Source: an optimization exercise on an open RTL-to-GDS flow (aim: small area). Production flows keep margins and buffers that such runs may drop.
In this exercise RTL edits were held to simulation tests only and were not proved equivalent to the original.
No driver is modelled on the clock port, so clocking that relies on it looks cheaper here than on a real chip.
No activity file was given, so power comes from the tool's default toggle rates.

==> inputs of run a <==
## uart
module uart#(
  parameter CLK_FREQ = 50_000_000,
  parameter BAUD_RATE = 1200,
  parameter SAMPLING_RATE = 16,
  parameter DBITS = 8,
  parameter SBITS = 2,
  parameter FIFO_DEPTH = 8
)(
  input  wire             i_clk,
  input  wire             i_rst_n,
  input  wire             i_wr_uart,
  input  wire             i_rd_uart,
  input  wire [DBITS-1:0] i_wr_data,
  input  wire [1:0]       i_bd_rate,
  input  wire             i_d_num,
  input  wire             i_s_num,
  input  wire [1:0]       i_par,
  input  wire             i_rx,
  output wire             o_tx,
  output wire             o_rx_empty,
  output wire             o_tx_full,
  output wire             o_rx_full,
  output wire [2:0]       o_err,
  output wire [DBITS-1:0] o_rd_data
);
  wire s_tick;
  wire [DBITS-1:0] tx_fifo_rd_data;
  wire [DBITS-1:0] rx_fifo_wr_data;
  wire tx_fifo_empty, tx_fifo_not_empty;
  wire tx_fifo_rd;
  wire rx_fifo_wr;
  assign tx_fifo_not_empty = ~tx_fifo_empty;
  ...
export LEC_CHECK = 0
export CAP_MARGIN = 20
export CORE_MARGIN = 2
export CORE_UTILIZATION = 70
export SLEW_MARGIN = 20
create_clock -name core_clock -period 20.0 [get_ports {i_clk}]
standard.sh (not shown) runs the stock make flow with config.mk's settings and CLKGATE_MAP_FILE= SYNTH_SCRIPT=/design/flow/synth_recipe.tcl, a recipe that flattens the netlist after the stock synthesis.
==> flow/flow/run.sh <==
#!/bin/bash
# The standard layout, changed in three ways that leave the design and
# its registers as the standard synthesis makes them:
#  - synthesis maps the logic with an area-oriented ABC script
#    (flow/abc_area.script) instead of ORFS's speed script, and leaves
#    adders to ABC instead of mapping them to half/full-adder cells first
#    (ADDER_MAP_FILE empty); everything else in synthesis (synth_recipe.tcl
#    and ORFS's synth.tcl) is unchanged;
#  - each port gets a buf_1 instead of ORFS's default port buffer;
#  - the clock tree is built by flow/cts_tree.tcl (run as ORFS's
#    PRE_CTS_TCL hook): one root buffer and 11 leaf buffers over k-means
#    clusters of the flip-flops, instead of TritonCTS's 17-buffer H-tree.
set -euo pipefail
HERE=$PWD
rm -rf "$HERE/orfs_scripts"
cp -r "$FLOW_HOME/scripts" "$HERE/orfs_scripts"
cp "$HERE/flow/abc_area.script" "$HERE/orfs_scripts/abc_speed.script"
bash standard.sh SCRIPTS_DIR="$HERE/orfs_scripts" ADDER_MAP_FILE= synth > "$HERE/synth.log" 2>&1
export BUFFER_PORTS_ARGS="-buffer_cell sky130_fd_sc_hd__buf_1"
export PRE_CTS_TCL="$HERE/flow/cts_tree.tcl"
export CTS_ARGS="-dont_use_dummy_load -buf_list {sky130_fd_sc_hd__clkbuf_8}"
bash standard.sh > "$HERE/standard.log" 2>&1
==> flow/flow/abc_area.script <==
strash
&get -n
&deepsyn -T 30 -S 1
&put
dch -f
&get -n
&nf -R 1000
&put
strash
&get -n
&deepsyn -T 30 -S 1
&put
dch -f
&get -n
&nf -R 1000
&put
topo
Other scripts of this flow, unchanged in this note and not shown: flow/flow/cts_tree.tcl
==> run b (differences from run a) <==
==> flow/design.v (replaced) <==
module baud_rate_generator#(
  parameter CLK_FREQ = 50_000_000,
  parameter BAUD_RATE = 1200,
  parameter SAMPLING_RATE = 16,
  parameter MAX_TICKS = (CLK_FREQ + BAUD_RATE*SAMPLING_RATE - 1) / (BAUD_RATE*SAMPLING_RATE),
  parameter COUNT_WIDTH = $clog2(MAX_TICKS)
)(
  input  wire       i_clk,
  input  wire       i_rst_n,
  input  wire [1:0] i_bd_rate,
  output wire       o_tick
);
  localparam [11:0] Z  = 12'h440;    
  localparam [11:0] S0 = 12'h700,    
                    S1 = 12'h748,    
                    S2 = 12'h402,    
                    S3 = 12'h708;    
  reg [11:0] max_state;
  reg [11:0] counter;
  always @(*) begin
    case (i_bd_rate)
      2'b00:   max_state = S0;
      2'b01:   max_state = S1;
      2'b10:   max_state = S2;
      default: max_state = S3;
    endcase
  end
  assign o_tick = (counter == max_state);
  wire fb = counter[11] ^ counter[8] ^ counter[6] ^ counter[5] ^ ~|counter[10:0];
  always @(posedge i_clk, negedge i_rst_n) begin
    if(!i_rst_n)
      counter <= Z;
    else if(o_tick)
      counter <= Z;
    else
      counter <= {counter[10:0], fb};
  end
endmodule
module fifo#(
  parameter WIDTH = 8,
  parameter DEPTH = 8
)(
  input wire              i_clk,
  input wire              i_rst_n,
  input wire  [WIDTH-1:0] i_wr_data,
  input wire              i_wr,
  input wire              i_rd,
  output wire [WIDTH-1:0] o_rd_data,
  output wire             o_full,
  output wire             o_empty
);
  localparam AW = $clog2(DEPTH);
  reg [WIDTH-1:0] mem [0:DEPTH-1];
  reg [AW-1:0] wr_ptr, rd_ptr;
  reg          wrap_diff;
  wire same = (wr_ptr == rd_ptr);
  assign o_full  = same & wrap_diff;
  assign o_empty = same & ~wrap_diff;
  wire do_wr = i_wr && (!o_full || i_rd);
  wire do_rd = i_rd && (!o_empty || i_wr);
  always @(posedge i_clk) begin
    if(do_wr)
      mem[wr_ptr] <= i_wr_data;
  end
  always @(posedge i_clk, negedge i_rst_n) begin
    if(!i_rst_n)
      wr_ptr <= 'b0;
    else if(do_wr)
      wr_ptr <= wr_ptr + 1'b1;
  end
  always @(posedge i_clk, negedge i_rst_n) begin
    if(!i_rst_n)
      rd_ptr <= 'b0;
    else if(do_rd)
      rd_ptr <= rd_ptr + 1'b1;
  end
  always @(posedge i_clk, negedge i_rst_n) begin
    if(!i_rst_n)
      wrap_diff <= 1'b0;
    else
      wrap_diff <= wrap_diff ^ (do_wr & (&wr_ptr)) ^ (do_rd & (&rd_ptr));
  end
  reg [WIDTH-1:0] rd_data;
  integer i;
  always @(*) begin
    rd_data = {WIDTH{1'b0}};
    for (i = 0; i < DEPTH; i = i + 1)
      rd_data = rd_data | (mem[i] & {WIDTH{rd_ptr == i}});
  end
  assign o_rd_data = rd_data;
endmodule
module rx#(
  parameter DBITS = 8,
  parameter SBITS = 2,
  parameter SAMPLING_RATE = 16
)(
  input  wire             i_clk,
  input  wire             i_rst_n,
  input  wire             i_rx,
  input  wire             i_s_tick,
  input  wire             i_d_num,
  input  wire             i_s_num,
  input  wire [1:0]       i_par,
  output wire [2:0]       o_err,         
  output wire             o_rx_done,
  output wire [DBITS-1:0] o_rx_data
);
  localparam [2:0]  IDLE  = 3'b000,
                    START = 3'b001,
                    PRTY  = 3'b010,
                    STOP  = 3'b100;    
  reg stop_err, start_err, parity_err;
  reg stop_check, start_check, parity_check;
  reg d_reg, d_next;
  reg [2:0] q_reg, q_next;
  reg [3:0] s_reg, s_next;
  reg [DBITS-1:0] b_reg, b_next;
  reg rx_done;
  wire [3:0] s_step = {s_reg[2:0], s_reg[3] ^ s_reg[2] ^ ~|s_reg[2:0]};
  wire s_end  = (s_reg == 4'd13);                                
  wire s_15   = (s_reg == 4'd8);                                 
  wire sb_end = s_end & (q_reg[0] != i_s_num);
  wire [2:0] n_step = {q_reg[1:0], q_reg[2] ^ q_reg[1] ^ ~|q_reg[1:0]};
  wire n_last = (q_reg == (i_d_num ? 3'd4 : 3'd6));            
  assign o_err = {stop_err, parity_err, start_err};
  always @(posedge i_clk, negedge i_rst_n) begin
    if(!i_rst_n)
      start_err <= 1'b0;
    else if(start_check)
      start_err <= i_rx;
  end
  always @(posedge i_clk, negedge i_rst_n) begin
    if(!i_rst_n)
      stop_err <= 1'b0;
    else if(stop_check)
      stop_err <= ~i_rx;
  end
  always @(posedge i_clk, negedge i_rst_n) begin
    if(!i_rst_n)
      parity_err <= 1'b0;
    else if(parity_check)
      parity_err <= ^(b_reg[DBITS-1:1]) ^ (i_d_num & b_reg[0]) ^ i_rx ^ ~i_par[0];
  end
  always @(posedge i_clk, negedge i_rst_n) begin
    if(!i_rst_n) begin
      d_reg <= 1'b0;
      q_reg <= IDLE;
      b_reg[DBITS-1] <= 1'b0;
    end
    else begin
      d_reg <= d_next;
      q_reg <= q_next;
      b_reg[DBITS-1] <= b_next[DBITS-1];
    end
  end
  always @(posedge i_clk) begin
    s_reg <= s_next;
    b_reg[DBITS-2:0] <= b_next[DBITS-2:0];
  end
  always @(*) begin
    d_next = d_reg;
    q_next = q_reg;
    s_next = s_reg;
    b_next = b_reg;
    rx_done = 1'b0;
    start_check = 1'b0;
    parity_check = 1'b0;
    stop_check = 1'b0;
    if(d_reg) begin
      if(i_s_tick) begin
        s_next = s_step;
        if(s_end) begin
          b_next = {i_rx, b_reg[DBITS-1:1]};
          if(n_last) begin
            d_next = 1'b0;
            q_next = ^(i_par)? PRTY : STOP;
          end
          else begin
            q_next = n_step;
          end
        end
      end
    end
    else begin
      casez (q_reg)
        IDLE: begin
          s_next = 0;
          if(!i_rx)
            q_next = START;
        end
        START: begin
          if(i_s_tick) begin
            s_next = s_step;
            if(s_end) begin
              d_next = 1'b1;
              q_next = 0;
              start_check = 1'b1;
            end
          end
        end
        PRTY: begin
          if(i_s_tick) begin
            s_next = s_step;
            if(s_end) begin
              parity_check = 1'b1;
              q_next = STOP;
            end
          end
        end
        3'b10?: begin
          if(i_s_tick) begin
            s_next = s_step;
            if(sb_end) begin
              q_next = IDLE;
              stop_check = 1'b1;
              rx_done = 1'b1;
            end
            else if(s_15)
              q_next[0] = ~q_reg[0];
          end
        end
        default: begin
          q_next = IDLE;
        end
      endcase
    end
  end
  assign o_rx_data = i_d_num? b_reg : {1'b0, b_reg[DBITS-1:1]};
  assign o_rx_done = rx_done;
endmodule
module tx#(
  parameter DBITS = 8,
  parameter SBITS = 2,
  parameter SAMPLING_RATE = 16
)(
  input  wire             i_clk,
  input  wire             i_rst_n,
  input  wire             i_tx_start,
  input  wire [DBITS-1:0] i_tx_data,
  input  wire             i_s_tick,
  input  wire             i_d_num,         
  input  wire             i_s_num,         
  input  wire [1:0]       i_par,           
  output wire             o_tx_done,
  output wire             o_tx
);
  localparam [2:0]  IDLE  = 3'b000,
                    START = 3'b001,
                    PRTY  = 3'b010,
                    STOP  = 3'b100;    
  reg pbit;
  reg d_reg, d_next;
  reg [2:0] q_reg, q_next;
  reg [3:0] s_reg, s_next;
  reg n_wrap, n_wrap_next;
  reg tx_reg, tx_next;
  reg tx_done;
  reg dbit;
  wire [3:0] s_step  = {s_reg[2:0], s_reg[3] ^ s_reg[2] ^ ~|s_reg[2:0]};
  wire       s_last  = (s_reg == 4'd8);                         
  wire       sb_last = s_last & (q_reg[0] == i_s_num);
  wire [2:0] n_step  = {q_reg[1:0], q_reg[2] ^ q_reg[1] ^ ~|q_reg[1:0]};
  wire       n_7     = (q_reg == 3'd4);                         
  wire       n_last  = i_d_num ? n_7 : (q_reg == 3'd6);         
  always @(*) begin
    case (q_reg)
      3'd0:    dbit = i_tx_data[0];
      3'd1:    dbit = i_tx_data[1];
      3'd2:    dbit = i_tx_data[2];
      3'd5:    dbit = i_tx_data[3];
      3'd3:    dbit = i_tx_data[4];
      3'd7:    dbit = i_tx_data[5];
      3'd6:    dbit = i_tx_data[6];
      default: dbit = i_tx_data[7];
    endcase
  end
  always @(*) begin
    pbit = ^(i_tx_data[DBITS-2:0]) ^ (i_d_num & i_tx_data[DBITS-1]) ^ ~i_par[0];
  end
  always @(posedge i_clk, negedge i_rst_n) begin
    if(!i_rst_n) begin
      d_reg <= 1'b0;
      q_reg <= IDLE;
      tx_reg <= 1'b1;
    end
    else begin
      d_reg <= d_next;
      q_reg <= q_next;
      tx_reg <= tx_next;
    end
  end
  always @(posedge i_clk) begin
    s_reg <= s_next;
    n_wrap <= n_wrap_next;
  end
  always @(*) begin
    d_next = d_reg;
    q_next = q_reg;
    s_next = s_reg;
    n_wrap_next = n_wrap;
    tx_next = 1'b1;
    tx_done = 1'b0;
    if(d_reg) begin
      tx_next = dbit & ~n_wrap;
      if(i_s_tick) begin
        s_next = s_step;
        if(s_last) begin
          if(n_last) begin
            d_next = 1'b0;
            q_next = ^(i_par)? PRTY : STOP;
          end
          else begin
            q_next = n_step;
            if(n_7)
              n_wrap_next = 1'b1;
          end
        end
      end
    end
    else begin
      casez (q_reg)
        IDLE: begin
          tx_next = 1'b1;
          s_next = 0;
          if(i_tx_start)
            q_next = START;
        end
        START: begin
          tx_next = 1'b0;
          if(i_s_tick) begin
            s_next = s_step;
            if(s_last) begin
              d_next = 1'b1;
              q_next = 0;
              n_wrap_next = 1'b0;
            end
          end
        end
        PRTY: begin
          tx_next = pbit;
          if(i_s_tick) begin
            s_next = s_step;
            if(s_last)
              q_next = STOP;
          end
        end
        3'b10?: begin
          tx_next = 1'b1;
          if(i_s_tick) begin
            s_next = s_step;
            if(sb_last) begin
              tx_done = 1'b1;
              q_next = IDLE;
            end
            else if(s_last)
              q_next[0] = ~q_reg[0];
          end
        end
        default: begin
          q_next = IDLE;
        end
      endcase
    end
  end
  assign o_tx = tx_reg;
  assign o_tx_done = tx_done;
endmodule
module uart#(
  parameter CLK_FREQ = 50_000_000,
  parameter BAUD_RATE = 1200,
  parameter SAMPLING_RATE = 16,
  parameter DBITS = 8,
  parameter SBITS = 2,
  parameter FIFO_DEPTH = 8
)(
  input  wire             i_clk,
  input  wire             i_rst_n,
  input  wire             i_wr_uart,
  input  wire             i_rd_uart,
  input  wire [DBITS-1:0] i_wr_data,
  input  wire [1:0]       i_bd_rate,
  input  wire             i_d_num,
  input  wire             i_s_num,
  input  wire [1:0]       i_par,
  input  wire             i_rx,
  output wire             o_tx,
  output wire             o_rx_empty,
  output wire             o_tx_full,
  output wire             o_rx_full,
  output wire [2:0]       o_err,
  output wire [DBITS-1:0] o_rd_data
);
  wire s_tick;
  wire [DBITS-1:0] tx_fifo_rd_data;
  wire [DBITS-1:0] rx_fifo_wr_data;
  wire tx_fifo_empty, tx_fifo_not_empty;
  wire tx_fifo_rd;
  wire rx_fifo_wr;
  assign tx_fifo_not_empty = ~tx_fifo_empty;
  baud_rate_generator#(
    .CLK_FREQ(CLK_FREQ),
    .BAUD_RATE(BAUD_RATE),
    .SAMPLING_RATE(SAMPLING_RATE)
  ) baud_rate_generator_u(
    .i_clk(i_clk),
    .i_rst_n(i_rst_n),
    .i_bd_rate(i_bd_rate),
    .o_tick(s_tick)
  );
  fifo#(
    .WIDTH(DBITS),
    .DEPTH(FIFO_DEPTH)
  ) tx_fifo(
    .i_clk(i_clk),
    .i_rst_n(i_rst_n),
    .i_wr_data(i_wr_data),
    .i_wr(i_wr_uart),
    .i_rd(tx_fifo_rd),
    .o_rd_data(tx_fifo_rd_data),
    .o_full(o_tx_full),
    .o_empty(tx_fifo_empty)
  );
  tx#(
    .DBITS(DBITS),
    .SBITS(SBITS),
    .SAMPLING_RATE(SAMPLING_RATE)
  ) tx_u(
    .i_clk(i_clk),
    .i_rst_n(i_rst_n),
    .i_tx_start(tx_fifo_not_empty),
    .i_tx_data(tx_fifo_rd_data),
    .i_s_tick(s_tick),
    .i_d_num(i_d_num),
    .i_s_num(i_s_num),
    .i_par(i_par),
    .o_tx_done(tx_fifo_rd),
    .o_tx(o_tx)
  );
  fifo#(
    .WIDTH(DBITS),
    .DEPTH(FIFO_DEPTH)
  ) rx_fifo(
    .i_clk(i_clk),
    .i_rst_n(i_rst_n),
    .i_wr_data(rx_fifo_wr_data),
    .i_wr(rx_fifo_wr),
    .i_rd(i_rd_uart),
    .o_rd_data(o_rd_data),
    .o_full(o_rx_full),
    .o_empty(o_rx_empty)
  );
  rx#(
    .DBITS(DBITS),
    .SBITS(SBITS),
    .SAMPLING_RATE(SAMPLING_RATE)
  ) rx_u(
    .i_clk(i_clk),
    .i_rst_n(i_rst_n),
    .i_rx(i_rx),
    .i_s_tick(s_tick),
    .i_d_num(i_d_num),
    .i_s_num(i_s_num),
    .i_par(i_par),
    .o_err(o_err),
    .o_rx_done(rx_fifo_wr),
    .o_rx_data(rx_fifo_wr_data)
  );
endmodule
==> flow/flow/run.sh (replaced) <==
#!/bin/bash
# The standard layout, changed in four ways that leave the design and
# its registers as the standard synthesis makes them:
#  - synthesis maps the logic with an area-oriented ABC script
#    (flow/abc_area.script) instead of ORFS's speed script, and leaves
#    adders to ABC instead of mapping them to half/full-adder cells first
#    (ADDER_MAP_FILE empty); everything else in synthesis (synth_recipe.tcl
#    and ORFS's synth.tcl) is unchanged;
#  - floorplanning removes the buffers synthesis left (REMOVE_ABC_BUFFERS),
#    which the standard flow otherwise removes only in timing-driven global
#    placement (turned off in config.mk);
#  - each port gets a buf_1 instead of ORFS's default port buffer;
#  - the clock tree is built by flow/cts_tree.tcl (run as ORFS's
#    PRE_CTS_TCL hook): one root buffer and 11 leaf buffers over k-means
#    clusters of the flip-flops, instead of TritonCTS's 17-buffer H-tree.
set -euo pipefail
HERE=$PWD
rm -rf "$HERE/orfs_scripts"
cp -r "$FLOW_HOME/scripts" "$HERE/orfs_scripts"
cp "$HERE/flow/abc_area.script" "$HERE/orfs_scripts/abc_speed.script"
bash standard.sh SCRIPTS_DIR="$HERE/orfs_scripts" ADDER_MAP_FILE= synth > "$HERE/synth.log" 2>&1
export REMOVE_ABC_BUFFERS=1
export BUFFER_PORTS_ARGS="-buffer_cell sky130_fd_sc_hd__buf_1"
export PRE_CTS_TCL="$HERE/flow/cts_tree.tcl"
export CTS_ARGS="-dont_use_dummy_load -buf_list {sky130_fd_sc_hd__clkbuf_8}"
bash standard.sh > "$HERE/standard.log" 2>&1
==> flow/flow/abc_area.script (replaced) <==
strash
&get -n
&deepsyn -T 30 -S 1
&put
dch -f
&get -n
&nf -R 1000 -p
&put
strash
dc2
strash
&get -n
&deepsyn -T 30 -S 1
&put
dch -f
&get -n
&nf -R 1000 -p
&put
topo
- GPL_TIMING_DRIVEN: unset -> 0
==> run c (differences from run a) <==
==> flow/flow/abc_area.script (replaced) <==
strash
&get -n
&deepsyn -T 30 -S 1
&put
dch -f
&get -n
&nf -R 1000
&put
strash
dc2
strash
&get -n
&deepsyn -T 30 -S 1
&put
dch -f
&get -n
&nf -R 1000
&put
topo
==> run d (differences from run a) <==
--- a/flow/design.v
+++ b/flow/design.v
@@ -101,22 +101,22 @@
                     START = 3'b001,
                     DATA  = 3'b010,
                     PRTY  = 3'b011,
                     STOP  = 3'b100;
   reg stop_err, start_err, parity_err;
   reg stop_check, start_check, parity_check;
   reg [2:0] state_reg, state_next;
-  reg [3:0] s_reg, s_next;
+  reg [4:0] s_reg, s_next;
   reg [$clog2(DBITS)-1:0] n_reg, n_next;
   reg [DBITS-1:0] b_reg, b_next;
   reg rx_done;
   wire [3:0] s_step = {s_reg[2:0], s_reg[3] ^ s_reg[2] ^ ~|s_reg[2:0]};
   wire s_end  = (s_reg[3:0] == 4'd13);                           
-  wire sb_end = s_end & (n_reg[0] != i_s_num);
-  wire s_15   = (s_reg == 4'd8);                                
+  wire sb_end = s_end & (s_reg[4] != i_s_num);
+  wire [4:0] s_inc = {(state_reg == STOP) & (s_reg[4] ^ (s_reg[3:0] == 4'd8)), s_step};   
   wire [2:0] n_step = {n_reg[1:0], n_reg[2] ^ n_reg[1] ^ ~|n_reg[1:0]};
   wire n_last = (n_reg == (i_d_num ? 3'd4 : 3'd6));            
   assign o_err = {stop_err, parity_err, start_err};
   always @(posedge i_clk, negedge i_rst_n) begin
     if(!i_rst_n)
       start_err <= 1'b0;
     else if(start_check)
@@ -162,56 +162,53 @@
       IDLE: begin
         s_next = 0;
         if(!i_rx)
           state_next = START;
       end
       START: begin
         if(i_s_tick) begin
-          s_next = s_step;
+          s_next = s_inc;
           if(s_end) begin
             state_next = DATA;
             start_check = 1'b1;
             n_next = 0;
           end
         end
       end
       DATA: begin
         if(i_s_tick) begin
-          s_next = s_step;
+          s_next = s_inc;
           if(s_end) begin
             b_next = {i_rx, b_reg[DBITS-1:1]};
             if(n_last) begin
               state_next = ^(i_par)? PRTY : STOP;
-              n_next = 0;
             end
             else begin
               n_next = n_step;
             end
           end
         end
       end
       PRTY: begin
         if(i_s_tick) begin
-          s_next = s_step;
+          s_next = s_inc;
           if(s_end) begin
             parity_check = 1'b1;
             state_next = STOP;
           end
         end
       end
       STOP: begin
         if(i_s_tick) begin
-          s_next = s_step;
+          s_next = s_inc;
           if(sb_end) begin
             state_next = IDLE;
             stop_check = 1'b1;
             rx_done = 1'b1;
           end
-          else if(s_15)
-            n_next[0] = ~n_reg[0];
         end
       end
       default: begin
         state_next = IDLE;
       end
     endcase
   end
@@ -237,23 +234,24 @@
   localparam [2:0]  IDLE  = 3'b000,
                     START = 3'b001,
                     DATA  = 3'b010,
                     PRTY  = 3'b011,
                     STOP  = 3'b100;
   reg pbit;
   reg [2:0] state_reg, state_next;
-  reg [3:0] s_reg, s_next;
+  reg [4:0] s_reg, s_next;
   reg [2:0] n_reg, n_next;
   reg n_wrap, n_wrap_next;
   reg tx_reg, tx_next;
   reg tx_done;
   reg dbit;
   wire [3:0] s_step  = {s_reg[2:0], s_reg[3] ^ s_reg[2] ^ ~|s_reg[2:0]};
   wire       s_last  = (s_reg[3:0] == 4'd8);                    
-  wire       sb_last = s_last & (n_reg[0] == i_s_num);
+  wire       sb_last = s_last & (s_reg[4] == i_s_num);
+  wire [4:0] s_inc   = {(state_reg == STOP) & (s_reg[4] ^ s_last), s_step};
   wire [2:0] n_step  = {n_reg[1:0], n_reg[2] ^ n_reg[1] ^ ~|n_reg[1:0]};
   wire       n_7     = (n_reg == 3'd4);                         
   wire       n_last  = i_d_num ? n_7 : (n_reg == 3'd6);         
   always @(*) begin
     case (n_reg)
       3'd0:    dbit = i_tx_data[0];
       3'd1:    dbit = i_tx_data[1];
@@ -296,58 +294,55 @@
         s_next = 0;
         if(i_tx_start)
           state_next = START;
       end
       START: begin
         tx_next = 1'b0;
         if(i_s_tick) begin
-          s_next = s_step;
+          s_next = s_inc;
           if(s_last) begin
             state_next = DATA;
             n_next = 0;
             n_wrap_next = 1'b0;
           end
         end
       end
       DATA: begin
         tx_next = dbit & ~n_wrap;
         if(i_s_tick) begin
-          s_next = s_step;
+          s_next = s_inc;
           if(s_last) begin
             if(n_last) begin
               state_next = ^(i_par)? PRTY : STOP;
-              n_next = 0;
             end
             else begin
               n_next = n_step;
               if(n_7)
                 n_wrap_next = 1'b1;
             end
           end
         end
       end
       PRTY: begin
         tx_next = pbit;
         if(i_s_tick) begin
-          s_next = s_step;
+          s_next = s_inc;
           if(s_last) begin
             state_next = STOP;
           end
         end
       end
       STOP: begin
         tx_next = 1'b1;
         if(i_s_tick) begin
-          s_next = s_step;
+          s_next = s_inc;
           if(sb_last) begin
             tx_done = 1'b1;
             state_next = IDLE;
           end
-          else if(s_last)
-            n_next[0] = ~n_reg[0];
         end
       end
       default: begin
         state_next = IDLE;
       end
     endcase
   end
==> flow/flow/abc_area.script (replaced) <==
strash
&get -n
&deepsyn -T 30 -S 1
&put
dch -f
&get -n
&nf -R 1000
&put
topo
==> comparison <==
Run d produced a clean layout. Run c completed with no timing, DRC or antenna violations. Run a went through all stages and came out clean. Run b went through all stages and came out clean.
In run c the synthesized cell count is larger than in run d, by about 0.38%.
Between run b and run d, the lower final area is in run b (gap about 2.3%, measured against run d).
Power, highest first: run a, run d, run b, run c.
Sequential share of layout area, highest first: run d, run a, run c, run b.
Die area, highest first: run d, run a, run c, run b.
First-iteration DRC count: run c < run d < run b < run a.

==> what the ideal ports hide <==
In the flow no input, the clock included, has a driving cell. The finished layouts below were timed again as built, in two steps. Step 1 (the two cells are an assumption about what drives the block):
set clk [get_ports {i_clk}]
set_driving_cell -lib_cell sky130_fd_sc_hd__clkbuf_16 $clk
set_driving_cell -lib_cell sky130_fd_sc_hd__buf_2 [delete_from_list [all_inputs] $clk]
Step 2 also shifts input and output timing later by t, the mid clock arrival at the registers, as if the neighbouring blocks saw the same clock. Slacks: ideal ports / drivers / drivers and shift; pairs: ideal ports / drivers.
| run | shift t [ns] | setup slack, ns | worst setup path after step 2 | worst register clock-pin slew, ns |
|---|---|---|---|---|
| run a | 0.473 | 12.715 / 12.732 / 12.260 | input to register | 0.10 / 0.10 |
| run b | 0.466 | 12.288 / 12.300 / 11.834 | input to register | 0.11 / 0.11 |
| run c | 0.460 | 13.200 / 13.212 / 12.752 | input to register | 0.10 / 0.10 |
| run d | 0.457 | 13.024 / 13.037 / 12.581 | input to register | 0.10 / 0.10 |
After both steps every run listed still meets setup and hold. The setup slack of run a, which loses most, moves by +0.017 ns with the drivers and by -0.455 ns with both steps.
